From an optimization exercise on the open Yosys and OpenROAD flow, aimed at small area, a short achievable clock period and few clock cycles; shortcuts taken in it are not production practice. RTL that was checked went through simulation tests only; none was proved equivalent to the original. No functional check of the RTL was part of run 5. Power figures rest on the tool's default switching activity, not on a simulated workload.

### design/flow/design.v
module divider(
	input wire [31:0] dividend,
	input wire [31:0] divisor,
	input clk,
	input rst,
	input start,
	output wire [31:0] quotient,
	output wire [31:0] remainder,
	output wire busy,
	output wire done
);
	reg [31:0] q;
	reg [31:0] r;
	reg [32:0] d;
	reg running;
	reg done_r;
	assign quotient = q;
	assign remainder = r;
	assign busy = running;
	assign done = done_r;
	function [5:0] lzc;
		input [31:0] x;
		reg [15:0] v1; reg [15:0] c1;
		reg [7:0] v2; reg [15:0] c2;
		reg [3:0] v3; reg [11:0] c3;
		reg [1:0] v4; reg [7:0] c4;
		reg v5; reg [4:0] c5;
		integer k;
		begin
			for (k = 0; k < 16; k = k + 1) begin
				v1[k] = x[2*k+1] | x[2*k];
				c1[k] = ~x[2*k+1];
			end
			for (k = 0; k < 8; k = k + 1) begin
				v2[k] = v1[2*k+1] | v1[2*k];
				c2[2*k+:2] = v1[2*k+1] ? {1'b0, c1[2*k+1]} : {1'b1, c1[2*k]};
			end
			for (k = 0; k < 4; k = k + 1) begin
				v3[k] = v2[2*k+1] | v2[2*k];
				c3[3*k+:3] = v2[2*k+1] ? {1'b0, c2[4*k+2+:2]} : {1'b1, c2[4*k+:2]};
			end
			for (k = 0; k < 2; k = k + 1) begin
				v4[k] = v3[2*k+1] | v3[2*k];
				c4[4*k+:4] = v3[2*k+1] ? {1'b0, c3[6*k+3+:3]} : {1'b1, c3[6*k+:3]};
			end
			v5 = v4[1] | v4[0];
			c5 = v4[1] ? {1'b0, c4[7:4]} : {1'b1, c4[3:0]};
			lzc = v5 ? {1'b0, c5} : 6'd32;
		end
	endfunction
	wire [5:0] za = lzc(dividend);
	wire [5:0] zb = lzc(divisor);
	wire b_zero = (divisor == 32'd0);
	wire b_one = (divisor == 32'd1);
	wire a_less = (za > zb);              
	wire [4:0] sh = zb[4:0] - za[4:0];    
	wire [32:0] s0 = {divisor, 1'b0};
	wire [32:0] s1 = sh[1] ? {s0[30:0], 2'b0} : s0;
	wire [32:0] s2 = sh[2] ? {s1[28:0], 4'b0} : s1;
	wire [32:0] s3 = sh[3] ? {s2[24:0], 8'b0} : s2;
	wire [32:0] s4 = sh[4] ? {s3[16:0], 16'b0} : s3;
	wire [32:0] sa_x = {1'b0, r};
	wire [32:0] sa_y = ~(d);
	wire [32:0] sa_p = sa_x ^ sa_y;
	wire [32:0] sa_g0 = sa_x & sa_y;
	wire sa_G0_0 = sa_g0[0] | (sa_p[0] & 1'b1);
	wire sa_G1_1 = sa_g0[1] | (sa_p[1] & sa_G0_0);
	wire sa_G1_3 = sa_g0[3] | (sa_p[3] & sa_g0[2]);
	wire sa_P1_3 = sa_p[3] & sa_p[2];
	wire sa_G1_5 = sa_g0[5] | (sa_p[5] & sa_g0[4]);
	wire sa_P1_5 = sa_p[5] & sa_p[4];
	wire sa_G1_7 = sa_g0[7] | (sa_p[7] & sa_g0[6]);
	wire sa_P1_7 = sa_p[7] & sa_p[6];
	wire sa_G1_9 = sa_g0[9] | (sa_p[9] & sa_g0[8]);
	wire sa_P1_9 = sa_p[9] & sa_p[8];
	wire sa_G1_11 = sa_g0[11] | (sa_p[11] & sa_g0[10]);
	wire sa_P1_11 = sa_p[11] & sa_p[10];
	wire sa_G1_13 = sa_g0[13] | (sa_p[13] & sa_g0[12]);
	wire sa_P1_13 = sa_p[13] & sa_p[12];
	wire sa_G1_15 = sa_g0[15] | (sa_p[15] & sa_g0[14]);
	wire sa_P1_15 = sa_p[15] & sa_p[14];
	wire sa_G1_17 = sa_g0[17] | (sa_p[17] & sa_g0[16]);
	wire sa_P1_17 = sa_p[17] & sa_p[16];
	wire sa_G1_19 = sa_g0[19] | (sa_p[19] & sa_g0[18]);
	wire sa_P1_19 = sa_p[19] & sa_p[18];
	wire sa_G1_21 = sa_g0[21] | (sa_p[21] & sa_g0[20]);
	wire sa_P1_21 = sa_p[21] & sa_p[20];
	wire sa_G1_23 = sa_g0[23] | (sa_p[23] & sa_g0[22]);
	wire sa_P1_23 = sa_p[23] & sa_p[22];
	wire sa_G1_25 = sa_g0[25] | (sa_p[25] & sa_g0[24]);
	wire sa_P1_25 = sa_p[25] & sa_p[24];
	wire sa_G1_27 = sa_g0[27] | (sa_p[27] & sa_g0[26]);
	wire sa_P1_27 = sa_p[27] & sa_p[26];
	wire sa_G1_29 = sa_g0[29] | (sa_p[29] & sa_g0[28]);
	wire sa_P1_29 = sa_p[29] & sa_p[28];
	wire sa_G1_31 = sa_g0[31] | (sa_p[31] & sa_g0[30]);
	wire sa_P1_31 = sa_p[31] & sa_p[30];
	wire sa_G2_2 = sa_g0[2] | (sa_p[2] & sa_G1_1);
	wire sa_G2_3 = sa_G1_3 | (sa_P1_3 & sa_G1_1);
	wire sa_G2_6 = sa_g0[6] | (sa_p[6] & sa_G1_5);
	wire sa_P2_6 = sa_p[6] & sa_P1_5;
	wire sa_G2_7 = sa_G1_7 | (sa_P1_7 & sa_G1_5);
	wire sa_P2_7 = sa_P1_7 & sa_P1_5;
	wire sa_G2_10 = sa_g0[10] | (sa_p[10] & sa_G1_9);
	wire sa_P2_10 = sa_p[10] & sa_P1_9;
	wire sa_G2_11 = sa_G1_11 | (sa_P1_11 & sa_G1_9);
	wire sa_P2_11 = sa_P1_11 & sa_P1_9;
	wire sa_G2_14 = sa_g0[14] | (sa_p[14] & sa_G1_13);
	wire sa_P2_14 = sa_p[14] & sa_P1_13;
	wire sa_G2_15 = sa_G1_15 | (sa_P1_15 & sa_G1_13);
	wire sa_P2_15 = sa_P1_15 & sa_P1_13;
	wire sa_G2_18 = sa_g0[18] | (sa_p[18] & sa_G1_17);
	wire sa_P2_18 = sa_p[18] & sa_P1_17;
	wire sa_G2_19 = sa_G1_19 | (sa_P1_19 & sa_G1_17);
	wire sa_P2_19 = sa_P1_19 & sa_P1_17;
	wire sa_G2_22 = sa_g0[22] | (sa_p[22] & sa_G1_21);
	wire sa_P2_22 = sa_p[22] & sa_P1_21;
	wire sa_G2_23 = sa_G1_23 | (sa_P1_23 & sa_G1_21);
	wire sa_P2_23 = sa_P1_23 & sa_P1_21;
	wire sa_G2_26 = sa_g0[26] | (sa_p[26] & sa_G1_25);
	wire sa_P2_26 = sa_p[26] & sa_P1_25;
	wire sa_G2_27 = sa_G1_27 | (sa_P1_27 & sa_G1_25);
	wire sa_P2_27 = sa_P1_27 & sa_P1_25;
	wire sa_G2_30 = sa_g0[30] | (sa_p[30] & sa_G1_29);
	wire sa_P2_30 = sa_p[30] & sa_P1_29;
	wire sa_G2_31 = sa_G1_31 | (sa_P1_31 & sa_G1_29);
	wire sa_P2_31 = sa_P1_31 & sa_P1_29;
	wire sa_G3_4 = sa_g0[4] | (sa_p[4] & sa_G2_3);
	wire sa_G3_5 = sa_G1_5 | (sa_P1_5 & sa_G2_3);
	wire sa_G3_6 = sa_G2_6 | (sa_P2_6 & sa_G2_3);
	wire sa_G3_7 = sa_G2_7 | (sa_P2_7 & sa_G2_3);
	wire sa_G3_12 = sa_g0[12] | (sa_p[12] & sa_G2_11);
	wire sa_P3_12 = sa_p[12] & sa_P2_11;
	wire sa_G3_13 = sa_G1_13 | (sa_P1_13 & sa_G2_11);
	wire sa_P3_13 = sa_P1_13 & sa_P2_11;
	wire sa_G3_14 = sa_G2_14 | (sa_P2_14 & sa_G2_11);
	wire sa_P3_14 = sa_P2_14 & sa_P2_11;
	wire sa_G3_15 = sa_G2_15 | (sa_P2_15 & sa_G2_11);
	wire sa_P3_15 = sa_P2_15 & sa_P2_11;
	wire sa_G3_20 = sa_g0[20] | (sa_p[20] & sa_G2_19);
	wire sa_P3_20 = sa_p[20] & sa_P2_19;
	wire sa_G3_21 = sa_G1_21 | (sa_P1_21 & sa_G2_19);
	wire sa_P3_21 = sa_P1_21 & sa_P2_19;
	wire sa_G3_22 = sa_G2_22 | (sa_P2_22 & sa_G2_19);
	wire sa_P3_22 = sa_P2_22 & sa_P2_19;
	wire sa_G3_23 = sa_G2_23 | (sa_P2_23 & sa_G2_19);
	wire sa_P3_23 = sa_P2_23 & sa_P2_19;
	wire sa_G3_28 = sa_g0[28] | (sa_p[28] & sa_G2_27);
	wire sa_P3_28 = sa_p[28] & sa_P2_27;
	wire sa_G3_29 = sa_G1_29 | (sa_P1_29 & sa_G2_27);
	wire sa_P3_29 = sa_P1_29 & sa_P2_27;
	wire sa_G3_30 = sa_G2_30 | (sa_P2_30 & sa_G2_27);
	wire sa_P3_30 = sa_P2_30 & sa_P2_27;
	wire sa_G3_31 = sa_G2_31 | (sa_P2_31 & sa_G2_27);
	wire sa_P3_31 = sa_P2_31 & sa_P2_27;
	wire sa_G4_8 = sa_g0[8] | (sa_p[8] & sa_G3_7);
	wire sa_G4_9 = sa_G1_9 | (sa_P1_9 & sa_G3_7);
	wire sa_G4_10 = sa_G2_10 | (sa_P2_10 & sa_G3_7);
	wire sa_G4_11 = sa_G2_11 | (sa_P2_11 & sa_G3_7);
	wire sa_G4_12 = sa_G3_12 | (sa_P3_12 & sa_G3_7);
	wire sa_G4_13 = sa_G3_13 | (sa_P3_13 & sa_G3_7);
	wire sa_G4_14 = sa_G3_14 | (sa_P3_14 & sa_G3_7);
	wire sa_G4_15 = sa_G3_15 | (sa_P3_15 & sa_G3_7);
	wire sa_G4_24 = sa_g0[24] | (sa_p[24] & sa_G3_23);
	wire sa_P4_24 = sa_p[24] & sa_P3_23;
	wire sa_G4_25 = sa_G1_25 | (sa_P1_25 & sa_G3_23);
	wire sa_P4_25 = sa_P1_25 & sa_P3_23;
	wire sa_G4_26 = sa_G2_26 | (sa_P2_26 & sa_G3_23);
	wire sa_P4_26 = sa_P2_26 & sa_P3_23;
	wire sa_G4_27 = sa_G2_27 | (sa_P2_27 & sa_G3_23);
	wire sa_P4_27 = sa_P2_27 & sa_P3_23;
	wire sa_G4_28 = sa_G3_28 | (sa_P3_28 & sa_G3_23);
	wire sa_P4_28 = sa_P3_28 & sa_P3_23;
	wire sa_G4_29 = sa_G3_29 | (sa_P3_29 & sa_G3_23);
	wire sa_P4_29 = sa_P3_29 & sa_P3_23;
	wire sa_G4_30 = sa_G3_30 | (sa_P3_30 & sa_G3_23);
	wire sa_P4_30 = sa_P3_30 & sa_P3_23;
	wire sa_G4_31 = sa_G3_31 | (sa_P3_31 & sa_G3_23);
	wire sa_P4_31 = sa_P3_31 & sa_P3_23;
	wire sa_G5_16 = sa_g0[16] | (sa_p[16] & sa_G4_15);
	wire sa_G5_17 = sa_G1_17 | (sa_P1_17 & sa_G4_15);
	wire sa_G5_18 = sa_G2_18 | (sa_P2_18 & sa_G4_15);
	wire sa_G5_19 = sa_G2_19 | (sa_P2_19 & sa_G4_15);
	wire sa_G5_20 = sa_G3_20 | (sa_P3_20 & sa_G4_15);
	wire sa_G5_21 = sa_G3_21 | (sa_P3_21 & sa_G4_15);
	wire sa_G5_22 = sa_G3_22 | (sa_P3_22 & sa_G4_15);
	wire sa_G5_23 = sa_G3_23 | (sa_P3_23 & sa_G4_15);
	wire sa_G5_24 = sa_G4_24 | (sa_P4_24 & sa_G4_15);
	wire sa_G5_25 = sa_G4_25 | (sa_P4_25 & sa_G4_15);
	wire sa_G5_26 = sa_G4_26 | (sa_P4_26 & sa_G4_15);
	wire sa_G5_27 = sa_G4_27 | (sa_P4_27 & sa_G4_15);
	wire sa_G5_28 = sa_G4_28 | (sa_P4_28 & sa_G4_15);
	wire sa_G5_29 = sa_G4_29 | (sa_P4_29 & sa_G4_15);
	wire sa_G5_30 = sa_G4_30 | (sa_P4_30 & sa_G4_15);
	wire sa_G5_31 = sa_G4_31 | (sa_P4_31 & sa_G4_15);
	wire sa_G6_32 = sa_g0[32] | (sa_p[32] & sa_G5_31);
	wire [32:0] sa_cv = {sa_G5_31, sa_G5_30, sa_G5_29, sa_G5_28, sa_G5_27, sa_G5_26, sa_G5_25, sa_G5_24, sa_G5_23, sa_G5_22, sa_G5_21, sa_G5_20, sa_G5_19, sa_G5_18, sa_G5_17, sa_G5_16, sa_G4_15, sa_G4_14, sa_G4_13, sa_G4_12, sa_G4_11, sa_G4_10, sa_G4_9, sa_G4_8, sa_G3_7, sa_G3_6, sa_G3_5, sa_G3_4, sa_G2_3, sa_G2_2, sa_G1_1, sa_G0_0, 1'b1};
	wire [32:0] sa_d = sa_p ^ sa_cv;
	wire sa_c = sa_G6_32;
	wire ge1 = sa_c;
	wire [31:0] r1 = ge1 ? sa_d[31:0] : r;
	wire [31:0] sb_x = r1;
	wire [31:0] sb_y = ~(d[32:1]);
	wire [31:0] sb_p = sb_x ^ sb_y;
	wire [31:0] sb_g0 = sb_x & sb_y;
	wire sb_G0_0 = sb_g0[0] | (sb_p[0] & 1'b1);
	wire sb_G1_1 = sb_g0[1] | (sb_p[1] & sb_G0_0);
	wire sb_G1_3 = sb_g0[3] | (sb_p[3] & sb_g0[2]);
	wire sb_P1_3 = sb_p[3] & sb_p[2];
	wire sb_G1_5 = sb_g0[5] | (sb_p[5] & sb_g0[4]);
	wire sb_P1_5 = sb_p[5] & sb_p[4];
	wire sb_G1_7 = sb_g0[7] | (sb_p[7] & sb_g0[6]);
	wire sb_P1_7 = sb_p[7] & sb_p[6];
	wire sb_G1_9 = sb_g0[9] | (sb_p[9] & sb_g0[8]);
	wire sb_P1_9 = sb_p[9] & sb_p[8];
	wire sb_G1_11 = sb_g0[11] | (sb_p[11] & sb_g0[10]);
	wire sb_P1_11 = sb_p[11] & sb_p[10];
	wire sb_G1_13 = sb_g0[13] | (sb_p[13] & sb_g0[12]);
	wire sb_P1_13 = sb_p[13] & sb_p[12];
	wire sb_G1_15 = sb_g0[15] | (sb_p[15] & sb_g0[14]);
	wire sb_P1_15 = sb_p[15] & sb_p[14];
	wire sb_G1_17 = sb_g0[17] | (sb_p[17] & sb_g0[16]);
	wire sb_P1_17 = sb_p[17] & sb_p[16];
	wire sb_G1_19 = sb_g0[19] | (sb_p[19] & sb_g0[18]);
	wire sb_P1_19 = sb_p[19] & sb_p[18];
	wire sb_G1_21 = sb_g0[21] | (sb_p[21] & sb_g0[20]);
	wire sb_P1_21 = sb_p[21] & sb_p[20];
	wire sb_G1_23 = sb_g0[23] | (sb_p[23] & sb_g0[22]);
	wire sb_P1_23 = sb_p[23] & sb_p[22];
	wire sb_G1_25 = sb_g0[25] | (sb_p[25] & sb_g0[24]);
	wire sb_P1_25 = sb_p[25] & sb_p[24];
	wire sb_G1_27 = sb_g0[27] | (sb_p[27] & sb_g0[26]);
	wire sb_P1_27 = sb_p[27] & sb_p[26];
	wire sb_G1_29 = sb_g0[29] | (sb_p[29] & sb_g0[28]);
	wire sb_P1_29 = sb_p[29] & sb_p[28];
	wire sb_G1_31 = sb_g0[31] | (sb_p[31] & sb_g0[30]);
	wire sb_P1_31 = sb_p[31] & sb_p[30];
	wire sb_G2_2 = sb_g0[2] | (sb_p[2] & sb_G1_1);
	wire sb_G2_3 = sb_G1_3 | (sb_P1_3 & sb_G1_1);
	wire sb_G2_6 = sb_g0[6] | (sb_p[6] & sb_G1_5);
	wire sb_P2_6 = sb_p[6] & sb_P1_5;
	wire sb_G2_7 = sb_G1_7 | (sb_P1_7 & sb_G1_5);
	wire sb_P2_7 = sb_P1_7 & sb_P1_5;
	wire sb_G2_10 = sb_g0[10] | (sb_p[10] & sb_G1_9);
	wire sb_P2_10 = sb_p[10] & sb_P1_9;
	wire sb_G2_11 = sb_G1_11 | (sb_P1_11 & sb_G1_9);
	wire sb_P2_11 = sb_P1_11 & sb_P1_9;
	wire sb_G2_14 = sb_g0[14] | (sb_p[14] & sb_G1_13);
	wire sb_P2_14 = sb_p[14] & sb_P1_13;
	wire sb_G2_15 = sb_G1_15 | (sb_P1_15 & sb_G1_13);
	wire sb_P2_15 = sb_P1_15 & sb_P1_13;
	wire sb_G2_18 = sb_g0[18] | (sb_p[18] & sb_G1_17);
	wire sb_P2_18 = sb_p[18] & sb_P1_17;
	wire sb_G2_19 = sb_G1_19 | (sb_P1_19 & sb_G1_17);
	wire sb_P2_19 = sb_P1_19 & sb_P1_17;
	wire sb_G2_22 = sb_g0[22] | (sb_p[22] & sb_G1_21);
	wire sb_P2_22 = sb_p[22] & sb_P1_21;
	wire sb_G2_23 = sb_G1_23 | (sb_P1_23 & sb_G1_21);
	wire sb_P2_23 = sb_P1_23 & sb_P1_21;
	wire sb_G2_26 = sb_g0[26] | (sb_p[26] & sb_G1_25);
	wire sb_P2_26 = sb_p[26] & sb_P1_25;
	wire sb_G2_27 = sb_G1_27 | (sb_P1_27 & sb_G1_25);
	wire sb_P2_27 = sb_P1_27 & sb_P1_25;
	wire sb_G2_30 = sb_g0[30] | (sb_p[30] & sb_G1_29);
	wire sb_P2_30 = sb_p[30] & sb_P1_29;
	wire sb_G2_31 = sb_G1_31 | (sb_P1_31 & sb_G1_29);
	wire sb_P2_31 = sb_P1_31 & sb_P1_29;
	wire sb_G3_4 = sb_g0[4] | (sb_p[4] & sb_G2_3);
	wire sb_G3_5 = sb_G1_5 | (sb_P1_5 & sb_G2_3);
	wire sb_G3_6 = sb_G2_6 | (sb_P2_6 & sb_G2_3);
	wire sb_G3_7 = sb_G2_7 | (sb_P2_7 & sb_G2_3);
	wire sb_G3_12 = sb_g0[12] | (sb_p[12] & sb_G2_11);
	wire sb_P3_12 = sb_p[12] & sb_P2_11;
	wire sb_G3_13 = sb_G1_13 | (sb_P1_13 & sb_G2_11);
	wire sb_P3_13 = sb_P1_13 & sb_P2_11;
	wire sb_G3_14 = sb_G2_14 | (sb_P2_14 & sb_G2_11);
	wire sb_P3_14 = sb_P2_14 & sb_P2_11;
	wire sb_G3_15 = sb_G2_15 | (sb_P2_15 & sb_G2_11);
	wire sb_P3_15 = sb_P2_15 & sb_P2_11;
	wire sb_G3_20 = sb_g0[20] | (sb_p[20] & sb_G2_19);
	wire sb_P3_20 = sb_p[20] & sb_P2_19;
	wire sb_G3_21 = sb_G1_21 | (sb_P1_21 & sb_G2_19);
	wire sb_P3_21 = sb_P1_21 & sb_P2_19;
	wire sb_G3_22 = sb_G2_22 | (sb_P2_22 & sb_G2_19);
	wire sb_P3_22 = sb_P2_22 & sb_P2_19;
	wire sb_G3_23 = sb_G2_23 | (sb_P2_23 & sb_G2_19);
	wire sb_P3_23 = sb_P2_23 & sb_P2_19;
	wire sb_G3_28 = sb_g0[28] | (sb_p[28] & sb_G2_27);
	wire sb_P3_28 = sb_p[28] & sb_P2_27;
	wire sb_G3_29 = sb_G1_29 | (sb_P1_29 & sb_G2_27);
	wire sb_P3_29 = sb_P1_29 & sb_P2_27;
	wire sb_G3_30 = sb_G2_30 | (sb_P2_30 & sb_G2_27);
	wire sb_P3_30 = sb_P2_30 & sb_P2_27;
	wire sb_G3_31 = sb_G2_31 | (sb_P2_31 & sb_G2_27);
	wire sb_P3_31 = sb_P2_31 & sb_P2_27;
	wire sb_G4_8 = sb_g0[8] | (sb_p[8] & sb_G3_7);
	wire sb_G4_9 = sb_G1_9 | (sb_P1_9 & sb_G3_7);
	wire sb_G4_10 = sb_G2_10 | (sb_P2_10 & sb_G3_7);
	wire sb_G4_11 = sb_G2_11 | (sb_P2_11 & sb_G3_7);
	wire sb_G4_12 = sb_G3_12 | (sb_P3_12 & sb_G3_7);
	wire sb_G4_13 = sb_G3_13 | (sb_P3_13 & sb_G3_7);
	wire sb_G4_14 = sb_G3_14 | (sb_P3_14 & sb_G3_7);
	wire sb_G4_15 = sb_G3_15 | (sb_P3_15 & sb_G3_7);
	wire sb_G4_24 = sb_g0[24] | (sb_p[24] & sb_G3_23);
	wire sb_P4_24 = sb_p[24] & sb_P3_23;
	wire sb_G4_25 = sb_G1_25 | (sb_P1_25 & sb_G3_23);
	wire sb_P4_25 = sb_P1_25 & sb_P3_23;
	wire sb_G4_26 = sb_G2_26 | (sb_P2_26 & sb_G3_23);
	wire sb_P4_26 = sb_P2_26 & sb_P3_23;
	wire sb_G4_27 = sb_G2_27 | (sb_P2_27 & sb_G3_23);
	wire sb_P4_27 = sb_P2_27 & sb_P3_23;
	wire sb_G4_28 = sb_G3_28 | (sb_P3_28 & sb_G3_23);
	wire sb_P4_28 = sb_P3_28 & sb_P3_23;
	wire sb_G4_29 = sb_G3_29 | (sb_P3_29 & sb_G3_23);
	wire sb_P4_29 = sb_P3_29 & sb_P3_23;
	wire sb_G4_30 = sb_G3_30 | (sb_P3_30 & sb_G3_23);
	wire sb_P4_30 = sb_P3_30 & sb_P3_23;
	wire sb_G4_31 = sb_G3_31 | (sb_P3_31 & sb_G3_23);
	wire sb_P4_31 = sb_P3_31 & sb_P3_23;
	wire sb_G5_16 = sb_g0[16] | (sb_p[16] & sb_G4_15);
	wire sb_G5_17 = sb_G1_17 | (sb_P1_17 & sb_G4_15);
	wire sb_G5_18 = sb_G2_18 | (sb_P2_18 & sb_G4_15);
	wire sb_G5_19 = sb_G2_19 | (sb_P2_19 & sb_G4_15);
	wire sb_G5_20 = sb_G3_20 | (sb_P3_20 & sb_G4_15);
	wire sb_G5_21 = sb_G3_21 | (sb_P3_21 & sb_G4_15);
	wire sb_G5_22 = sb_G3_22 | (sb_P3_22 & sb_G4_15);
	wire sb_G5_23 = sb_G3_23 | (sb_P3_23 & sb_G4_15);
	wire sb_G5_24 = sb_G4_24 | (sb_P4_24 & sb_G4_15);
	wire sb_G5_25 = sb_G4_25 | (sb_P4_25 & sb_G4_15);
	wire sb_G5_26 = sb_G4_26 | (sb_P4_26 & sb_G4_15);
	wire sb_G5_27 = sb_G4_27 | (sb_P4_27 & sb_G4_15);
	wire sb_G5_28 = sb_G4_28 | (sb_P4_28 & sb_G4_15);
	wire sb_G5_29 = sb_G4_29 | (sb_P4_29 & sb_G4_15);
	wire sb_G5_30 = sb_G4_30 | (sb_P4_30 & sb_G4_15);
	wire sb_G5_31 = sb_G4_31 | (sb_P4_31 & sb_G4_15);
	wire [31:0] sb_cv = {sb_G5_30, sb_G5_29, sb_G5_28, sb_G5_27, sb_G5_26, sb_G5_25, sb_G5_24, sb_G5_23, sb_G5_22, sb_G5_21, sb_G5_20, sb_G5_19, sb_G5_18, sb_G5_17, sb_G5_16, sb_G4_15, sb_G4_14, sb_G4_13, sb_G4_12, sb_G4_11, sb_G4_10, sb_G4_9, sb_G4_8, sb_G3_7, sb_G3_6, sb_G3_5, sb_G3_4, sb_G2_3, sb_G2_2, sb_G1_1, sb_G0_0, 1'b1};
	wire [31:0] sb_d = sb_p ^ sb_cv;
	wire sb_c = sb_G5_31;
	wire ge2 = sb_c;
	wire [31:0] r2 = ge2 ? sb_d : r1;
	always @(posedge clk)
		d <= running ? d >> 2 : s4;
	wire trivial = b_zero | b_one | a_less;
	wire [31:0] mark = 32'h40000000 >> {sh[4:1], 1'b0};
	always @(posedge clk) begin
		if (rst) begin
			running <= 1'b0;
			done_r <= 1'b0;
		end
		else if (!running) begin
			if (start) begin
				r <= dividend & {32{~b_one}};
				q <= {32{b_zero}} | (dividend & {32{b_one}}) | (mark & {32{~trivial}});
				running <= ~trivial;
				done_r <= trivial;
			end
		end
		else begin
			r <= r2;
			q <= {q[29:0], ge1, ge2};
			if (q[30]) begin
				running <= 1'b0;
				done_r <= 1'b1;
			end
		end
	end
endmodule
### design/flow/flow/run.sh
#!/bin/bash
set -euo pipefail
export BUFFER_PORTS_ARGS="-buffer_cell sky130_fd_sc_hd__buf_1"
bash standard.sh > standard_flow.log 2>&1
### design/flow/standard.sh
#!/bin/bash
# synth_recipe.tcl (not shown) runs the flow's synth.tcl, then flattens the netlist and writes it again
# the make line also repeats each setting of config.mk as NAME=value (left out here)
make -C /OpenROAD-flow-scripts/flow DESIGN_CONFIG=/design/flow/config.mk WORK_HOME=/design/flow/orfs CLKGATE_MAP_FILE= SYNTH_SCRIPT=/design/flow/synth_recipe.tcl "${@:-finish}"
### design/flow/config.mk
export PLATFORM = sky130hd
export DESIGN_NAME = divider
export DESIGN_NICKNAME = divider
export VERILOG_FILES = /design/flow/design.v
export SDC_FILE = /design/flow/constraint.sdc
export NUM_CORES = 4
export LEC_CHECK = 0
export CAP_MARGIN = 20
export CORE_MARGIN = 2
export CORE_UTILIZATION = 40
export PLACE_DENSITY = 0.6
export SETUP_SLACK_MARGIN = 2.5
export SLEW_MARGIN = 20
### design/flow/constraint.sdc
create_clock -name core_clock -period 8.0 [get_ports {clk}]
set_input_delay 1.6000 -clock core_clock [delete_from_list [all_inputs] [get_ports {clk}]]
set_output_delay 1.6000 -clock core_clock [all_outputs]
set_load 0.01 [all_outputs]
==> results of run 1 <==
## stage by stage
| stage | instance area [sq um] | util | hold slack, ps |
|---|---|---|---|
| floorplan | 9520 | - | 425 |
| global placement | 10300 | 0.441 | 442 |
| detailed placement | 10300 | 0.441 | 454 |
| CTS | 11000 | 0.470 | 474 |
| global route | 11500 | 0.490 | 490 |
| finish | 11500 | 0.490 | 468 |
## worst min-delay path, cell delays in order (launching register included)
cell	delay [ps]
dfxtp_1	330
nand2_1	50
o21ai_0	60
## sequential cells by signal, summed over array words and instances, names as in the netlist
signal and count:
done_r 1, running 1, d 33, q 32, r 32
## layer usage
metal,vias to the layer above,track usage
met5,-,0
met4,0,0.0519
met3,41,0.0547
met2,440,0.428
met1,4597,0.372
li1,4538,-
## what timing repair did
item,4_1_cts,5_1_grt
setup buffers,17,19
pin swaps,13,27
setup endpoints to repair,82,71
hold endpoints to repair,0,0
gates cloned,1,0
gates resized for setup,42,60
## cell families (layout without fill, tap and decap cells)
logic type | after synthesis | count (layout) | synth area share
buffers and inverters | 128 | 275 | 0.0533
AOI/OAI and AO/OA | 371 | 371 | 0.255
and+or+nand+nor | 337 | 338 | 0.171
adders and majority gates | 83 | 83 | 0.118
xor gates and xnor gates | 47 | 47 | 0.0433
DFF | 99 | 99 | 0.276
muxes | 74 | 74 | 0.0843
## placed cells by master (no fill, tap or decap), types with 18 or more instances in the layout
cell type	netlist	routed
a21oi_1	88	79
ha_1	72	59
mux2_2	23	24
buf_1	4	132
dfxtp_1	35	34
a21o_1	22	22
xor2_1	19	18
o21ai_0	97	95
inv_1	75	69
mux2i_1	44	43
nand2_1	107	107
nor3_1	24	22
xnor2_1	28	26
nand3_1	25	23
buf_4	0	44
a211oi_1	23	20
edfxtp_1	64	64
nor2_1	81	80
## power by group
group	total, mW	leakage, nW	internal (mW)	switching, mW
logic	2.52	3.31	1.05	1.47
clock network	0.445	0.138	0.219	0.226
registers	0.702	0.908	0.651	0.0510
total	3.67	4.36	1.92	1.75
## cell type report
| type | count | area (sq um) | area share |
|---|---|---|---|
| timing repair buffer | 181 | 882 | 0.0770 |
| clock inverter | 6 | 56.3 | 0.00491 |
| clock buffer | 10 | 229 | 0.0200 |
| multi-input combinational | 913 | 6980 | 0.609 |
| inverter | 78 | 293 | 0.0256 |
| sequential | 99 | 2620 | 0.229 |
| tap | 319 | 399 | 0.0348 |
## Yosys cell counts (9+ instances only)
| library cell | count |
|---|---|
| o22ai_1 | 13 |
| nor3_1 | 24 |
| a21oi_1 | 88 |
| inv_1 | 75 |
| a21o_1 | 22 |
| a211oi_1 | 23 |
| o211ai_1 | 11 |
| mux2i_1 | 44 |
| mux2_2 | 23 |
| clkbuf_1 | 35 |
| nor2_1 | 81 |
| a221o_1 | 16 |
| nor2b_1 | 15 |
| nand2_1 | 107 |
| nand3_1 | 25 |
| dfxtp_1 | 35 |
| nand4_1 | 12 |
| fa_1 | 11 |
| buf_2 | 9 |
| ha_1 | 72 |
| xor2_1 | 19 |
| nor4_1 | 12 |
| edfxtp_1 | 64 |
| o21a_1 | 11 |
| xnor2_1 | 28 |
| o21ai_0 | 97 |
| a31oi_1 | 12 |
| o21ai_1 | 9 |
| and2_1 | 16 |
| or3_1 | 13 |
## worst max path at each step
stage | from | endpoint | slack [ps]
6_report | divisor[31] | q[24]$_DFFE_PP_ | 2640
4_1_cts | divisor[31] | q[0]$_DFFE_PP_ | 2480
5_1_grt | r[0]$_DFFE_PP_ | r[1]$_DFFE_PP_ | 2450
3_3_place_gp | divisor[10] | d[29]$_DFF_P_ | 1260
2_1_floorplan | divisor[31] | q[12]$_DFFE_PP_ | 2510
3_5_place_dp | divisor[10] | d[22]$_DFF_P_ | 1300
==> run notes, run 1 <==
final count of hold timing violations=0; RR Startpoint=r[17]$_DFFE_PP_; Die Ht=158 microns; slew margin rel.=0.356; DRT iter0 DRCs=808; synth top area cells=edfxtp_1 (20%), ha_1 (9.5%), dfxtp_1 (7.4%); # diodes=0; skew final=21.5 ps; power per cell area=320 mW/mm^2; CP Launch Type=input pin; Initial Utilization=0.406; pre-CTS WS=1300 ps; vias in the first global route=8,959; Slew Limit Fails=0; RSZ-0062 raised after global routing=no; cells after synthesis=1,139; area of the core=0.0234 sq mm; post-route ant nets=0; number of max-cap violations=0; capture point of the worst reg-to-reg path=r[10]$_DFFE_PP_; Critical Path Fanout Max=20; R2R Setup Slk=2680 ps; sequential area share after synthesis=0.276; Area Overhead vs Synth=20.6%; Clock Root Buffer=clkbuf_16; I/O pin total=133; WHS Path Cells=2; cts bufs inserted=9; top_reg_cell synth=edfxtp_1; average wire per standard cell=21.0 microns; Yosys warning count=1; Detail Placement HPWL=25,500 microns; Total Die Area=0.0250 sq mm; CTS tree=built; # setup viols final=0; first-pass GRT wire length=50,900 microns; Final period util=0.670; Synth top area share=0.202; critical path type=input pin to register; mapped cell area=0.00950 sq mm; Slew @ Worst Pin=965 ps; slowest stage delay, CP=560 ps; #FFs+latches synth=99; critical path's slowest cell=or4_4; routed length on met1=14,900 microns; Hold EP=d[29]$_DFF_P_; total gr overflow=0; H-tree depth=3; Post-Layout Cell Count=1,606; Worst path top cell family by delay=simple AND/OR/NAND/NOR gates; Die X-Extent=158 microns; wire length on met2=15,300 microns; Worst EP required=8200 ps; TritonRoute pass-1 iters=5; routability cong.=0.975; nets=1,432; min cycle time layout=5360 ps; DR top layer=met4; clock transition at the registers of the reported paths=80 ps; Sink Count=99; outcome=no timing/DRC/antenna violations; placed cells=1,553; worst path cell trace=buf_1, or4_4, nand2b_4, nor3b_4, buf_4, nor2_1, o2111ai_1, o41a_1, inv_2, fa_2, a21o_1, a21oi_1, xor2_1, buf_6, nand3_4, or3_1, o211ai_1; pin count of the biggest net entering global routing=76; overall power=3.67 mW; Worst IR Drop VDD=0.135 mV; library cells used by synthesis=81; Lkg Pwr=4.36 nW; antenna violations before repair=1; GRT Total Usage=0.266; layout cell share with drive strength beyond 1=0.141; worst-skew pair later-pin latency=360 ps; FF-to-FF path depth=21; EDFF count, synth=64; Max Fclk=186 MHz; crit path capture type=register; Mean Syn Cell Area=8.34 sq um; routed length on met3=2980 microns; Post-CTS Hold Buffers=0; Worst path depth=17; Async S/R FF share, synth=0; syn nets=1,289; IO Port Bufs=132; DR DRC count=0; TNS Setup=0 ps; layout filler cell count=2,330; vias per cell=5.99; worst hold path class=register to register; Arr. time, crit path=5560 ps; CTS max path bufs=2; crit path buf inv count=4; area leader, netlist=edfxtp_1; Worst Setup Slack, final=2640 ps; hold_sp=d[31]$_SDFF_PP0_; Post-Route WL=33,800 microns; Rows=56; total number of vias=9,616
Testbench counts, summed over its fixed seeds: cycles 5,255.
==> inputs of run 2 (changes only) <==
--- a/design/flow/config.mk
+++ b/design/flow/config.mk
@@ -10,2 +10,3 @@
 export CORE_UTILIZATION = 40
+export CTS_CLUSTER_SIZE = 35
 export PLACE_DENSITY = 0.6
==> run notes, run 2 <==
Detail Placement HPWL=25,500 microns; total gr overflow=0; Min Hold Slack=468 ps; CP Launch Type=input pin; Async S/R FF share, synth=0; critical path type=input pin to register; slew margin rel.=0.356; vias per cell=5.99; most numerous cell in the Yosys netlist=nand2_1; synth top area cells=edfxtp_1 (20%), ha_1 (9.5%), dfxtp_1 (7.4%); Slew Limit Fails=0; Largest Register=d; CTS tree=built; TNS Setup=0 ps; H-tree depth=3; RSZ-0062 raised after global routing=no; cts bufs inserted=9; Final period util=0.670; Largest register FFs=33; Initial Utilization=0.406; GRT Total Usage=0.266; area of the core=0.0234 sq mm; syn nets=1,289; leading registers by flop count=d: 33 flops, q: 32 flops, r: 32 flops; crit path capture type=register; nets=1,432; I/O pin total=133; routability cong.=0.975; Worst EP required=8200 ps; Area Overhead vs Synth=20.6%; commonest non-fill, non-tap cell in the layout=buf_1; Post-Layout Cell Count=1,606; Lkg Pwr=4.36 nW; layout cell share with drive strength beyond 1=0.141; IO Port Bufs=132; Critical Path Fanout Max=20; placed cells=1,553; Rows=56; Clock Root Buffer=clkbuf_16; DR DRC count=0; skew final=21.5 ps; final core occ=0.490; EDFF count, synth=64; average wire per standard cell=21.0 microns; #FFs+latches synth=99; Synth top area share=0.202; total number of vias=9,616; pin count of the biggest net entering global routing=76; Die X-Extent=158 microns; cells after synthesis=1,139; Max Fclk=186 MHz; Worst IR Drop VDD=0.135 mV; # diodes=0; post-route ant nets=0; final count of hold timing violations=0; Sink Count=99; routed length on met3=2980 microns; Post-CTS Hold Buffers=0; antenna violations before repair=1; min cycle time layout=5360 ps; area leader, netlist=edfxtp_1; first-pass GRT wire length=50,900 microns; most frequent cells in the layout=buf_1 (132), nand2_1 (107), o21ai_0 (95); layout filler cell count=2,330; DRT iter0 DRCs=808; outcome=no timing/DRC/antenna violations; Total Die Area=0.0250 sq mm; routed length on met1=14,900 microns; # setup viols final=0; clock transition at the registers of the reported paths=80 ps; number of max-cap violations=0; worst hold path class=register to register; Mean Syn Cell Area=8.34 sq um; library cells used by synthesis=81; worst-skew pair later-pin latency=360 ps; Post-Route WL=33,800 microns; DR top layer=met4; Slew @ Worst Pin=965 ps; mapped cell area=0.00950 sq mm; sequential area share after synthesis=0.276; vias in the first global route=8,959; top_reg_cell synth=edfxtp_1; wire length on met2=15,300 microns; CTS max path bufs=2; Commonest cells post-synth=nand2_1 (107), o21ai_0 (97), a21oi_1 (88); TritonRoute pass-1 iters=5; Die Ht=158 microns; power per cell area=320 mW/mm^2; Arr. time, crit path=5560 ps; Yosys warning count=1
run 2: cell counts in the layout (fill, tap and decap cells not counted):
No cell type changed its count.
run 2: cell families after synthesis:
family	share of synthesized area
DFF	0.276
AOI/OAI and AO/OA	0.255
muxes	0.0843
xor gates and xnor gates	0.0433
buffers and inverters	0.0533
and+or+nand+nor	0.171
adders and majority gates	0.118
run 2: path summary, 6_finish.rpt:
check | startpoint | endpoint | slack [ps] | depth (start not counted)
max reg2reg | r[17]$_DFFE_PP_ | r[10]$_DFFE_PP_ | 2680 | 21
max | divisor[31] | q[24]$_DFFE_PP_ | 2640 | 17
min | d[31]$_SDFF_PP0_ | d[29]$_DFF_P_ | 470 | 2
min reg2reg | d[31]$_SDFF_PP0_ | d[29]$_DFF_P_ | 470 | 2
run 2: critical path, cell delays in order:
cell	delay [ps]
buf_1	120
or4_4	560
nand2b_4	180
nor3b_4	310
buf_4	200
nor2_1	50
o2111ai_1	110
o41a_1	280
inv_2	70
fa_2	470
a21o_1	210
a21oi_1	240
xor2_1	200
buf_6	220
nand3_4	170
or3_1	460
o211ai_1	100
run 2: per-stage QoR:
stage / setup WS (ps) / power, mW / instance area [sq um]
after floorplan: 2510 / 2.38 / 9520
after global placement: 1260 / 2.88 / 10300
after detailed placement: 1300 / 2.89 / 10300
after CTS: 2480 / 3.44 / 11000
after global routing: 2450 / 3.95 / 11500
final: 2640 / 3.67 / 11500
run 2: area by class of cell:
class	count	area (sq um)	share of cell area
clock buffers	10	229	0.0200
clock inverters	6	56.3	0.00491
inverters	78	293	0.0256
multi-input cells	913	6980	0.609
flip-flops and latches	99	2620	0.229
well taps	319	399	0.0348
repair buffers	181	882	0.0770
run 2: timing repair:
action                                  CTS  global route
buffers inserted                         17            19
endpoints found under the setup margin   82            71
resized for setup                        42            60
pin swaps                                13            27
cloned                                    1             0
run 2: layer usage:
metal / track usage / vias to the layer above
li1: - / 4538
met3: 0.0547 / 41
met1: 0.372 / 4597
met2: 0.428 / 440
met4: 0.0519 / 0
met5: 0 / -
run 2: where the power goes:
part	total, mW	switching, mW	leakage (nW)	internal [mW]
Combinational	2.52	1.47	3.31	1.05
Clock	0.445	0.226	0.138	0.219
Sequential	0.702	0.0510	0.908	0.651
==> inputs of run 3 (changes only) <==
--- a/design/flow/config.mk
+++ b/design/flow/config.mk
@@ -10,3 +10,4 @@
 export CORE_UTILIZATION = 40
-export CTS_CLUSTER_SIZE = 35
+export CTS_CLUSTER_DIAMETER = 150
+export CTS_CLUSTER_SIZE = 60
 export PLACE_DENSITY = 0.6
==> run notes, run 3 <==
DR DRC count=0; Synth Area in Compound Gates=0.255; first-pass GRT wire length=50,900 microns; cells after synthesis=1,139; layout cell share with drive strength beyond 1=0.141; worst hold path class=register to register; Sink Count=99; DRT iter0 DRCs=808; post-route ant nets=0; Largest Register=d; antenna violations before repair=1; area share of fa/ha/maj cells after synthesis=0.118; synth top area cells=edfxtp_1 (20%), ha_1 (9.5%), dfxtp_1 (7.4%); Worst EP required=8200 ps; vias per cell=5.99; worst-skew pair later-pin latency=360 ps; sequential area share after synthesis=0.276; # diodes=0; crit path buf inv count=4; Slew Limit Fails=0; CTS tree=built; total number of vias=9,616; cts bufs inserted=9; pre-CTS WS=1300 ps; Async S/R FF share, synth=0; Detail Placement HPWL=25,500 microns; mapped cell area=0.00950 sq mm; # setup viols final=0; Largest register FFs=33; clock transition at the registers of the reported paths=80 ps; slew margin rel.=0.356; Synth top area share=0.202; critical path type=input pin to register; most frequent cells in the layout=buf_1 (132), nand2_1 (107), o21ai_0 (95); commonest non-fill, non-tap cell in the layout=buf_1; Initial Utilization=0.406; Post-Synth Simple-Gate Area=0.171; TNS Setup=0 ps; power per cell area=320 mW/mm^2; H-tree depth=3; leading registers by flop count=d: 33 flops, q: 32 flops, r: 32 flops; Worst path top cell family by delay=simple AND/OR/NAND/NOR gates; Die Ht=158 microns; worst path cell trace=buf_1, or4_4, nand2b_4, nor3b_4, buf_4, nor2_1, o2111ai_1, o41a_1, inv_2, fa_2, a21o_1, a21oi_1, xor2_1, buf_6, nand3_4, or3_1, o211ai_1; pin count of the biggest net entering global routing=76; Post-Route WL=33,800 microns; top_reg_cell synth=edfxtp_1; Yosys warning count=1; area of the core=0.0234 sq mm; skew final=21.5 ps; Area Overhead vs Synth=20.6%; Rows=56; CP Launch Type=input pin; GRT Total Usage=0.266; nets=1,432; Commonest cells post-synth=nand2_1 (107), o21ai_0 (97), a21oi_1 (88); RSZ-0062 raised after global routing=no; IO Port Bufs=132; critical path's slowest cell=or4_4; average wire per standard cell=21.0 microns; Total Die Area=0.0250 sq mm; Arr. time, crit path=5560 ps; final count of hold timing violations=0; largest family of logic cells by synthesized area=compound AO/OA/AOI/OAI gates; I/O pin total=133; area leader, netlist=edfxtp_1; min cycle time layout=5360 ps; Post-CTS Hold Buffers=0; #FFs+latches synth=99; Critical Path Fanout Max=20; Mean Syn Cell Area=8.34 sq um; Die X-Extent=158 microns; Worst IR Drop VDD=0.135 mV; most numerous cell in the Yosys netlist=nand2_1; vias in the first global route=8,959; EDFF count, synth=64; number of max-cap violations=0; Max Fclk=186 MHz; CTS max path bufs=2; crit path capture type=register; overall power=3.67 mW; TritonRoute pass-1 iters=5; Clock Root Buffer=clkbuf_16; routability cong.=0.975; slowest stage delay, CP=560 ps; outcome=no timing/DRC/antenna violations; mux cell area share after synthesis=0.0843; syn nets=1,289; library cells used by synthesis=81; Slew @ Worst Pin=965 ps; Worst Setup Slack, final=2640 ps; Lkg Pwr=4.36 nW; XOR/XNOR share of the synthesized area=0.0433; Final period util=0.670; total gr overflow=0
run 3: cell counts in the layout (fill, tap and decap cells not counted):
No cell type changed its count.
run 3: metal layers:
metal  vias to the layer above  wire [microns]  GRT usage
met3                        41            2980     0.0547
li1                       4538               -          -
met2                       440           15300      0.428
met4                         0             583     0.0519
met5                         -               0          0
met1                      4597           14900      0.372
run 3: layout make-up:
type,instances,area (sq um)
Clock buffer,10,229
Clock inverter,6,56.3
Fill cell,2330,11900
Inverter,78,293
Multi-Input combinational cell,913,6980
Sequential cell,99,2620
Tap cell,319,399
Timing Repair Buffer,181,882
run 3: metrics by stage:
| stage | std cells | utilization | hold WS [ps] | area (sq um) |
|---|---|---|---|---|
| after detailed placement | 1553 | 0.441 | 454 | 10300 |
| after global routing | 1606 | 0.490 | 490 | 11500 |
| after floorplan | 1139 | - | 425 | 9520 |
| after CTS | 1587 | 0.470 | 474 | 11000 |
| final | 1606 | 0.490 | 468 | 11500 |
| after global placement | 1553 | 0.441 | 442 | 10300 |
run 3: what timing repair did:
| action | 4_1_cts | 5_1_grt |
|---|---|---|
| setup buffers | 17 | 19 |
| resized for setup | 42 | 60 |
| gates cloned | 1 | 0 |
| pin swaps | 13 | 27 |
| endpoints found under the hold margin | 0 | 0 |
| endpoints found under the setup margin | 82 | 71 |
run 3: tightest hold or removal path, cell delays in order (launching register included):
cell,delay (ps)
dfxtp_1,330
nand2_1,50
o21ai_0,60
run 3: cell families after synthesis:
family | after synthesis
AOI/OAI and AO/OA | 371
xor gates and xnor gates | 47
adders and majority gates | 83
buffers and inverters | 128
DFF | 99
muxes | 74
and+or+nand+nor | 337
run 3: final timing paths:
| kind | from | cells after the start | slack (ps) | end |
|---|---|---|---|---|
| max | divisor[31] | 17 | 2640 | q[24]$_DFFE_PP_ |
| min | d[31]$_SDFF_PP0_ | 2 | 470 | d[29]$_DFF_P_ |
| max reg2reg | r[17]$_DFFE_PP_ | 21 | 2680 | r[10]$_DFFE_PP_ |
| min reg2reg | d[31]$_SDFF_PP0_ | 2 | 470 | d[29]$_DFF_P_ |
run 3: where the power goes:
group / switching, mW / total, mW / internal (mW) / leakage, nW
combinational: 1.47 / 2.52 / 1.05 / 3.31
sequential: 0.0510 / 0.702 / 0.651 / 0.908
clock: 0.226 / 0.445 / 0.219 / 0.138
total: 1.75 / 3.67 / 1.92 / 4.36
==> inputs of run 4 (changes only) <==
--- a/design/flow/config.mk
+++ b/design/flow/config.mk
@@ -9,6 +9,4 @@
 export CORE_MARGIN = 2
-export CORE_UTILIZATION = 40
-export CTS_CLUSTER_DIAMETER = 150
-export CTS_CLUSTER_SIZE = 60
-export PLACE_DENSITY = 0.6
+export CORE_UTILIZATION = 45
+export PLACE_DENSITY = 0.7
 export SETUP_SLACK_MARGIN = 2.5
==> run notes, run 4 <==
Largest Register=d; outcome=no timing/DRC/antenna violations; vias in the first global route=9,229; Rows=53; pin count of the biggest net entering global routing=80; top_reg_cell synth=edfxtp_1; sequential area share after synthesis=0.276; cts bufs inserted=9; Worst Setup Slack, final=2560 ps; Total Die Area=0.0223 sq mm; layer with the highest usage=met2; vias per cell=6.24; routability cong.=0.935; mapped cell area=0.00950 sq mm; Critical Path Fanout Max=8; I/O pin total=133; total number of vias=9,895; leading registers by flop count=d: 33 flops, q: 32 flops, r: 32 flops; Async S/R FF share, synth=0; Die Ht=149 microns; critical path type=input pin to register; Clock Root Buffer=clkbuf_16; post-route ant nets=0; met2 Usage GRT=0.461; power per cell area=319 mW/mm^2; worst path cell trace=buf_1, or4_4, nand2b_4, nor3b_4, buf_6, o21ai_4, or2_1, o41a_1, inv_2, ha_1, nor2b_1, o21a_1, o21ai_1, nand2b_1, a211oi_4, buf_4, o21ai_4, or3_1, a31oi_1; EDFF count, synth=64; Detail Placement HPWL=24,500 microns; most frequent cells in the layout=buf_1 (132), nand2_1 (107), o21ai_0 (93); Largest register FFs=33; commonest non-fill, non-tap cell in the layout=buf_1; final count of hold timing violations=0; GRT Total Usage=0.291; Min Hold Slack=471 ps; total gr overflow=0; Max Fclk=184 MHz; most used cell, CP=o21ai_4; CTS tree=built; Final period util=0.680; Synth top area share=0.202; cells after synthesis=1,139; met3 usage=0.0676; crit path capture type=register; first-pass GRT wire length=50,300 microns; most numerous cell in the Yosys netlist=nand2_1; DRT iter0 DRCs=1,213; worst hold path class=register to register; Sink Count=99; layout cell share with drive strength beyond 1=0.149; Slew @ Worst Pin=929 ps; Worst EP required=8210 ps; crit path buf inv count=4; Die X-Extent=149 microns; #FFs+latches synth=99; number of max-cap violations=0; H-tree depth=3; Worst path top cell family by delay=simple AND/OR/NAND/NOR gates; Post-Route WL=34,000 microns; area leader, netlist=edfxtp_1; Mean Syn Cell Area=8.34 sq um; Lkg Pwr=4.51 nW; Arr. time, crit path=5650 ps; min cycle time layout=5440 ps; slew margin rel.=0.380; antenna violations before repair=1; average wire per standard cell=21.4 microns; syn nets=1,289; Area Overhead vs Synth=21.5%; WHS Path Cells=2; TritonRoute pass-1 iters=5; Yosys warning count=1; clock transition at the registers of the reported paths=80 ps; TNS Setup=0 ps; Worst path depth=19; synth top area cells=edfxtp_1 (20%), ha_1 (9.5%), dfxtp_1 (7.4%); CP Launch Type=input pin; nets=1,456; critical path's slowest cell=or4_4; CTS max path bufs=2; Slew Limit Fails=0; IO Port Bufs=132; RSZ-0062 raised after global routing=yes; Initial Utilization=0.455; skew final=17.4 ps; Commonest cells post-synth=nand2_1 (107), o21ai_0 (97), a21oi_1 (88); worst-skew pair later-pin latency=360 ps; # setup viols final=0; DR DRC count=0; pre-CTS WS=1480 ps; area of the core=0.0209 sq mm; FF-to-FF path depth=20; slowest stage delay, CP=570 ps; Worst IR Drop VDD=0.155 mV; library cells used by synthesis=81; global-route met1 utilization=0.383
## run 4: cell counts after synthesis
Identical to the previous run, type by type.
## run 4: where the power goes
group          internal (mW)  switching [mW]
clock network          0.263           0.214
registers              0.651          0.0511
logic                   1.03            1.47
total                   1.95            1.74
## run 4: final timing paths
path	startpoint	endpoint	slack [ps]
max reg2reg	d[9]$_DFF_P_	r[15]$_DFFE_PP_	2590
min	d[31]$_SDFF_PP0_	d[29]$_DFF_P_	470
max	divisor[31]	q[20]$_DFFE_PP_	2560
min reg2reg	d[31]$_SDFF_PP0_	d[29]$_DFF_P_	470
## run 4: layer usage
| metal | wire length, microns | part of all wire |
|---|---|---|
| met5 | 13 | 0.00038 |
| met4 | 1280 | 0.038 |
| met2 | 15600 | 0.46 |
| met3 | 3260 | 0.096 |
| met1 | 13900 | 0.41 |
## run 4: logic make-up (layout without fill, tap and decap cells)
kind of cell / count (synthesis) / after routing / synth area share
compound gates: 371 / 372 / 0.255
simple gates: 337 / 338 / 0.171
buf+inv: 128 / 297 / 0.0533
flops: 99 / 99 / 0.276
fa+ha+maj: 83 / 83 / 0.118
mux: 74 / 74 / 0.0843
xor+xnor: 47 / 48 / 0.0433
other cells: 0 / 1 / 0
## run 4: final cells by class
type | instances | area [sq um]
fill | 1898 | 9340
multi-input combinational | 915 | 6880
sequential | 99 | 2620
timing repair buffer | 203 | 1090
tap | 275 | 344
inverter | 78 | 293
clock buffer | 12 | 256
clock inverter | 4 | 53.8
antenna | 1 | 2.50
## run 4: worst min-delay path: stages (launching register included)
cell	delay (ps)
dfxtp_1	320
nand2_1	50
o21ai_0	60
## run 4: stage by stage
| stage | area [sq um] | utilization | cells | power [mW] |
|---|---|---|---|---|
| after floorplan | 9520 | - | 1139 | 2.38 |
| after global placement | 10300 | 0.492 | 1510 | 2.86 |
| after detailed placement | 10300 | 0.492 | 1510 | 2.88 |
| after CTS | 11000 | 0.527 | 1551 | 3.46 |
| after global routing | 11500 | 0.553 | 1586 | 3.92 |
| final | 11500 | 0.553 | 1587 | 3.68 |
## run 4: timing repair
action,in CTS,in global routing
cloned,2,2
pin swaps,11,29
hold buffers,0,0
resized for setup,38,56
setup endpoints to repair,82,73
buffers inserted,23,33
==> inputs of run 5 (changes only) <==
--- a/design/flow/design.v
+++ b/design/flow/design.v
@@ -53,3 +53,2 @@
 	wire b_zero = (divisor == 32'd0);
-	wire b_one = (divisor == 32'd1);
 	wire a_less = (za > zb);              
@@ -342,3 +341,3 @@
 		d <= running ? d >> 2 : s4;
-	wire trivial = b_zero | b_one | a_less;
+	wire trivial = b_zero | a_less;
 	wire [31:0] mark = 32'h40000000 >> {sh[4:1], 1'b0};
@@ -351,4 +350,4 @@
 			if (start) begin
-				r <= dividend & {32{~b_one}};
-				q <= {32{b_zero}} | (dividend & {32{b_one}}) | (mark & {32{~trivial}});
+				r <= dividend;
+				q <= {32{b_zero}} | (mark & {32{~trivial}});
 				running <= ~trivial;
--- a/design/flow/config.mk
+++ b/design/flow/config.mk
@@ -9,4 +9,4 @@
 export CORE_MARGIN = 2
-export CORE_UTILIZATION = 45
-export PLACE_DENSITY = 0.7
+export CORE_UTILIZATION = 40
+export PLACE_DENSITY = 0.6
 export SETUP_SLACK_MARGIN = 2.5
==> run notes, run 5 <==
Sink Count=99; average wire per standard cell=20.2 microns; WHS Path Cells=2; pre-CTS WS=1110 ps; Post-CTS Hold Buffers=0; library cells used by synthesis=74; number of max-cap violations=0; Worst Setup Slack, final=2210 ps; IO Port Bufs=132; final instance area=0.0113 sq mm; routability cong.=0.906; clock transition at the registers of the reported paths=80 ps; RSZ-0062 raised after global routing=yes; cts bufs inserted=9; GRT Total Usage=0.239; Synth Area in Compound Gates=0.253; Slew Limit Fails=0; Largest Register=d; pin count of the biggest net entering global routing=73; critical path type=register to register; synth top area cells=edfxtp_1 (21%), ha_1 (9.9%), dfxtp_1 (7.7%); CTS max path bufs=2; Sw Share=0.464; XOR/XNOR share of the synthesized area=0.0454; Reg power frac=0.178; Slew @ Worst Pin=872 ps; worst hold path class=register to register; power per cell area=346 mW/mm^2; area leader, netlist=edfxtp_1; syn nets=1,181; Yosys warning count=1; Post-Synth Simple-Gate Area=0.135; FF-to-FF path depth=25; vias per cell=5.85; Die X-Extent=155 microns; clock network power share=0.118; Synth top area share=0.212; placed cells=1,421; vias in the first global route=7,987; Min Hold Slack=551 ps; sequential area share after synthesis=0.289; Lkg Pwr=4.58 nW; Post-Route WL=29,900 microns; TritonRoute pass-1 iters=7; DR DRC count=0; nets=1,343; Critical Path Fanout Max=7; layout filler cell count=2,138; post-route ant nets=0; Worst EP required=8110 ps; crit path capture type=register; Area Overhead vs Synth=25.2%; placed inst area=0.00996 sq mm; I/O pin total=133; area of the core=0.0224 sq mm; area share of fa/ha/maj cells after synthesis=0.124; top_reg_cell synth=edfxtp_1; capture point of the worst reg-to-reg path=r[26]$_DFFE_PP_; final count of hold timing violations=0; Internal=2.10 mW; Initial Utilization=0.404; cells after synthesis=1,031; # setup viols final=0; sw power=1.82 mW; Max Fclk=173 MHz; TNS Setup=0 ps; Die Ht=155 microns; Total Die Area=0.0239 sq mm; Commonest cells post-synth=inv_1 (92), nand2_1 (81), a21oi_1 (77); layout cell share with drive strength beyond 1=0.176; RR Startpoint=r[0]$_DFFE_PP_; #FFs+latches synth=99; CP Launch Type=register; Combinational Power Share=0.703; worst-skew pair later-pin latency=370 ps; Final period util=0.723; Detail Placement HPWL=21,700 microns; DRT iter0 DRCs=711; total number of vias=8,675; R2R Setup Slk=2210 ps; # diodes=0; antenna violations before repair=0; Worst IR Drop VDD=0.183 mV; hold_sp=d[7]$_DFF_P_; Hold EP=d[5]$_DFF_P_; commonest non-fill, non-tap cell in the layout=buf_1; skew final=13.5 ps; outcome=no timing/DRC/antenna violations; min cycle time layout=5790 ps; slew margin rel.=0.418; Post-Layout Cell Count=1,483; H-tree depth=3; mux cell area share after synthesis=0.0936; mapped cell area=0.00906 sq mm; leading registers by flop count=d: 33 flops, q: 32 flops, r: 32 flops; Critical Path Start=r[0]$_DFFE_PP_; Async S/R FF share, synth=0; Largest register FFs=33; first-pass GRT wire length=44,500 microns; largest family of logic cells by synthesized area=compound AO/OA/AOI/OAI gates; CTS tree=built; Clock Root Buffer=clkbuf_16; most numerous cell in the Yosys netlist=inv_1; most frequent cells in the layout=buf_1 (125), inv_1 (89), nand2_1 (79); Mean Syn Cell Area=8.79 sq um; Arr. time, crit path=5900 ps; EDFF count, synth=64; total gr overflow=0; Rows=55
## run 5: final cells by class
cell class / instances / area [sq um] / area share
Sequential cell: 99 / 2620 / 0.231
Multi-Input combinational cell: 799 / 6610 / 0.583
Inverter: 93 / 349 / 0.0308
Timing Repair Buffer: 191 / 1100 / 0.0967
Clock inverter: 7 / 81.3 / 0.00717
Tap cell: 285 / 357 / 0.0314
Clock buffer: 9 / 225 / 0.0198
## run 5: how the worst max path moves through the flow
| stage | endpoint | slack (ps) |
|---|---|---|
| after floorplan | r[10]$_DFFE_PP_ | 2430 |
| final | r[26]$_DFFE_PP_ | 2210 |
| after global routing | r[14]$_DFFE_PP_ | 2080 |
| after detailed placement | r[30]$_DFFE_PP_ | 1110 |
| after global placement | r[30]$_DFFE_PP_ | 1160 |
| after CTS | r[27]$_DFFE_PP_ | 2310 |
## run 5: timing repair
action                                  in CTS  in global routing
endpoints found under the hold margin        0                  0
gates cloned                                 4                  1
pin swaps                                   28                 19
setup buffers                               26                 15
endpoints found under the setup margin      82                 82
resized for setup                           61                 64
## run 5: cells by family after synthesis
group	count (synthesis)
AO/OA/AOI/OAI	332
XOR/XNOR	47
adder cells (fa/ha/maj)	83
buffers and inverters	137
flip-flops	99
multiplexers	74
AND/OR/NAND/NOR	259
## run 5: per-stage QoR
step            util  total power, mW
2_1_floorplan      -             2.38
3_3_place_gp   0.444             2.83
3_5_place_dp   0.444             2.85
4_1_cts        0.483             3.60
5_1_grt        0.506             4.18
6_report       0.506             3.92
## run 5: power groups by stage
stage          combinational [mW]  clock (mW)  sequential (mW)
2_1_floorplan                1.66           0            0.717
3_3_place_gp                 2.12           0            0.710
3_5_place_dp                 2.14           0            0.711
4_1_cts                      2.43       0.471            0.700
5_1_grt                      2.98       0.488            0.711
6_report                     2.76       0.464            0.700
## run 5: critical path: stages, from the launching register on
cell,delay [ps]
edfxtp_1,400
inv_2,90
ha_4,120
inv_2,30
fa_2,360
a211oi_2,260
o211ai_1,240
a32o_2,360
a21oi_4,150
o21a_4,170
nor3_4,50
o31ai_4,210
buf_12,170
buf_8,120
buf_4,110
mux2_4,330
ha_4,280
and4_4,220
nand3_1,80
or4_4,520
a21oi_4,190
nor2_4,60
o21ai_4,220
a211o_4,300
nor2_4,120
a221o_1,350
## run 5: metal layers
metal,track usage,vias to the layer above,routed length (microns)
met2,0.368,325,13600
met1,0.338,4109,13400
met5,0,-,0
met3,0.0305,63,1830
met4,0.101,0,1040
li1,-,4178,-
==> inputs of run 6 (changes only) <==
--- a/design/flow/design.v
+++ b/design/flow/design.v
@@ -53,2 +53,3 @@
 	wire b_zero = (divisor == 32'd0);
+	wire b_one = (divisor == 32'd1);
 	wire a_less = (za > zb);              
@@ -341,4 +342,11 @@
 		d <= running ? d >> 2 : s4;
-	wire trivial = b_zero | a_less;
+	wire trivial = b_zero | b_one | a_less;
 	wire [31:0] mark = 32'h40000000 >> {sh[4:1], 1'b0};
+	wire acc = ~running & start;
+	wire hold = ~running & ~start;
+	always @(posedge clk) begin
+		r <= ({32{acc}} & dividend & {32{~b_one}}) | ({32{running}} & r2) | ({32{hold}} & r);
+		q <= ({32{acc}} & ({32{b_zero}} | (dividend & {32{b_one}}) | (mark & {32{~trivial}})))
+			| ({32{running}} & {q[29:0], ge1, ge2}) | ({32{hold}} & q);
+	end
 	always @(posedge clk) begin
@@ -350,4 +358,2 @@
 			if (start) begin
-				r <= dividend;
-				q <= {32{b_zero}} | (mark & {32{~trivial}});
 				running <= ~trivial;
@@ -356,9 +362,5 @@
 		end
-		else begin
-			r <= r2;
-			q <= {q[29:0], ge1, ge2};
-			if (q[30]) begin
-				running <= 1'b0;
-				done_r <= 1'b1;
-			end
+		else if (q[30]) begin
+			running <= 1'b0;
+			done_r <= 1'b1;
 		end
--- a/design/flow/config.mk
+++ b/design/flow/config.mk
@@ -11,3 +11,3 @@
 export PLACE_DENSITY = 0.6
-export SETUP_SLACK_MARGIN = 2.5
+export SETUP_SLACK_MARGIN = 2
 export SLEW_MARGIN = 20
==> run notes, run 6 <==
hold_sp=d[4]$_DFF_P_; leading registers by flop count=d: 33 flops, q: 32 flops, r: 32 flops; synth top area cells=dfxtp_1 (22%), ha_1 (9.9%), mux2i_1 (5.4%); worst path cell trace=buf_1, or4_1, nor2_1, nand3_1, nor2_1, nor4_1, o21ai_1, ha_1, inv_1, fa_4, nor2_1, and3_1, a21oi_1, a211o_1, o21ai_0; CTS max path bufs=2; placed cells=1,543; area share of fa/ha/maj cells after synthesis=0.123; Post-Synth Simple-Gate Area=0.173; number of max-cap violations=0; outcome=no timing/DRC/antenna violations; Sink Count=99; post-route ant nets=0; worst hold path class=register to register; worst-skew pair later-pin latency=370 ps; clock transition at the registers of the reported paths=70 ps; I/O pin total=133; cts bufs inserted=9; mapped cell area=0.00908 sq mm; most used cell, CP=nor2_1; Lkg Pwr=4.26 nW; mux cell area share after synthesis=0.0710; top_reg_cell synth=dfxtp_1; layout filler cell count=2,313; first-pass GRT wire length=48,000 microns; vias in the first global route=8,506; Worst EP required=8240 ps; nets=1,424; cells after synthesis=1,169; largest family of logic cells by synthesized area=compound AO/OA/AOI/OAI gates; Detail Placement HPWL=24,200 microns; RSZ-0062 raised after global routing=no; sequential area share after synthesis=0.218; DR DRC count=0; Initial Utilization=0.405; slew margin rel.=0.443; TNS Setup=0 ps; IO Port Bufs=132; Post-Layout Cell Count=1,564; area of the core=0.0224 sq mm; Arr. time, crit path=5990 ps; Rows=55; FF-to-FF path depth=24; Yosys warning count=1; Post-Route WL=31,200 microns; EDFF count, synth=0; Slew @ Worst Pin=828 ps; TritonRoute pass-1 iters=6; CTS tree=built; commonest non-fill, non-tap cell in the layout=buf_1; crit path capture type=register; skew final=12.6 ps; critical path type=input pin to register; final count of hold timing violations=0; routability cong.=0.913; RR Startpoint=r[0]$_DFF_P_; Slew Limit Fails=0; library cells used by synthesis=79; Clock Root Buffer=clkbuf_16; antenna violations before repair=0; WHS Path Cells=2; critical path's slowest cell=fa_4; XOR/XNOR share of the synthesized area=0.0473; area leader, netlist=dfxtp_1; Final period util=0.720; Die X-Extent=155 microns; final core occ=0.458; most frequent cells in the layout=buf_1 (128), nand2_1 (107), dfxtp_1 (98); GRT Total Usage=0.255; Total Die Area=0.0239 sq mm; Mean Syn Cell Area=7.77 sq um; Largest register FFs=33; total number of vias=9,370; Critical Path Start=divisor[12]; CP Launch Type=input pin; DRT iter0 DRCs=945; Die Ht=155 microns; min cycle time layout=5760 ps; Critical Path Fanout Max=43; most numerous cell in the Yosys netlist=nand2_1; Async S/R FF share, synth=0; Max Fclk=174 MHz; vias per cell=5.99; average wire per standard cell=20.0 microns; Synth top area share=0.218; Area Overhead vs Synth=13.1%; # setup viols final=0; pin count of the biggest net entering global routing=51; # diodes=0; total gr overflow=0; slowest stage delay, CP=1200 ps; layout cell share with drive strength beyond 1=0.0680; Post-CTS Hold Buffers=0; H-tree depth=3; Worst IR Drop VDD=0.207 mV; Commonest cells post-synth=nand2_1 (107), dfxtp_1 (99), a21oi_1 (97); Synth Area in Compound Gates=0.304; power per cell area=499 mW/mm^2; syn nets=1,319; #FFs+latches synth=99; Largest Register=d
-- run 6: cell count changes in the layout (fill, tap and decap cells not counted), moves of 18 or more --
cell	change
a21o_1	-18
a22oi_1	+27
edfxtp_1	-64
buf_4	-24
nor2_1	+26
o21ai_0	+22
a21oi_1	+26
nand2_1	+28
dfxtp_1	+64
-- run 6: worst max-delay path, delay by kind of cell --
family	cells	cell delay (ps)
adder cells (fa/ha/maj)	2	1410
buffers and inverters	2	190
AO/OA/AOI/OAI	4	780
AND/OR/NAND/NOR	7	2000
-- run 6: final timing paths --
path,endpoint,slack [ps]
setup / recovery,d[26]$_DFF_P_,2240
hold / removal,d[2]$_DFF_P_,470
setup reg to reg,r[29]$_DFF_P_,2370
hold reg to reg,d[2]$_DFF_P_,470
-- run 6: area by class of cell --
type	instances	area [sq um]	share of cell area
Clock buffer	9	225	0.0219
Clock inverter	7	82.6	0.00804
Inverter	87	327	0.0318
Multi-Input combinational cell	926	6630	0.646
Sequential cell	99	1990	0.193
Tap cell	285	357	0.0347
Timing Repair Buffer	151	659	0.0642
-- run 6: logic make-up after synthesis --
kind of cell	count (synthesis)
buffers and inverters	144
adders and majority gates	83
xor gates and xnor gates	49
and+or+nand+nor	335
AOI/OAI and AO/OA	399
DFF	99
muxes	60
-- run 6: stage by stage --
step | area, sq um | setup slack [ps] | hold slack [ps] | power, mW
after global placement | 9830 | 1410 | 458 | 4.49
final | 10300 | 2240 | 469 | 5.12
after CTS | 10200 | 2040 | 475 | 5.01
after detailed placement | 9840 | 1610 | 459 | 4.52
after floorplan | 9080 | 2600 | 428 | 3.66
after global routing | 10300 | 2010 | 490 | 5.59
-- run 6: what timing repair did --
item                       in CTS  in global routing
gates resized for setup         3                 17
buffers inserted                0                  5
pin swaps                       0                  3
setup endpoints to repair      32                 73
-- run 6: report_power, final --
| group | internal (mW) | leakage (nW) | total (mW) | switching (mW) |
|---|---|---|---|---|
| sequential | 0.660 | 0.825 | 0.819 | 0.160 |
| combinational | 1.56 | 3.29 | 3.84 | 2.27 |
| clock | 0.248 | 0.145 | 0.468 | 0.220 |
| total | 2.47 | 4.26 | 5.12 | 2.65 |
-- run 6: layer usage --
| layer | vias up | track usage | share of wire | wire length (microns) |
|---|---|---|---|---|
| met2 | 400 | 0.406 | 0.45 | 14100 |
| met1 | 4394 | 0.356 | 0.45 | 13900 |
| met3 | 54 | 0.0311 | 0.070 | 2200 |
| met4 | 0 | 0.0930 | 0.033 | 1040 |
| met5 | - | 0 | 0 | 0 |
| li1 | 4522 | - | - | - |
Testbench counts of run 6, summed over its fixed seeds: cycles 5,255.

==> separate check: timing with driven ports <==
In the flow no input, the clock included, has a driving cell. The finished layouts below were timed again as built, in two steps.
Step 1, drivers: a clkbuf_16 drives clk and a buf_2 each remaining input, both assumed.
Step 2 times the ports against the registers' clock, not the clock port: input delays grow and output delays shrink by t, the midpoint of the rising clock arrivals with the driver on.
Three values: no drivers, after step 1, after step 2; two values: the first two.
run	t, ns	slack for setup (ns)	worst hold slack (ns)	worst slew at a driven data input, ns	cell pins on the clock port's net
run 1	0.398	2.636 / 2.656 / 2.258	0.468 / 0.468 / 0.468	0.05	1
run 2	0.398	2.636 / 2.656 / 2.258	0.468 / 0.468 / 0.468	0.05	1
run 3	0.398	2.636 / 2.656 / 2.258	0.468 / 0.468 / 0.468	0.05	1
run 4	0.393	2.556 / 2.574 / 2.181	0.471 / 0.471 / 0.471	0.06	1
run 5	0.411	2.214 / 2.214 / 2.214	0.551 / 0.551 / 0.551	0.06	1
run 6	0.405	2.242 / 2.267 / 1.861	0.469 / 0.469 / 0.469	0.04	1
After both steps setup and hold are still met in every run listed. The setup slack of run 6, which loses most, moves by +0.025 ns with the drivers and by -0.381 ns with both steps.
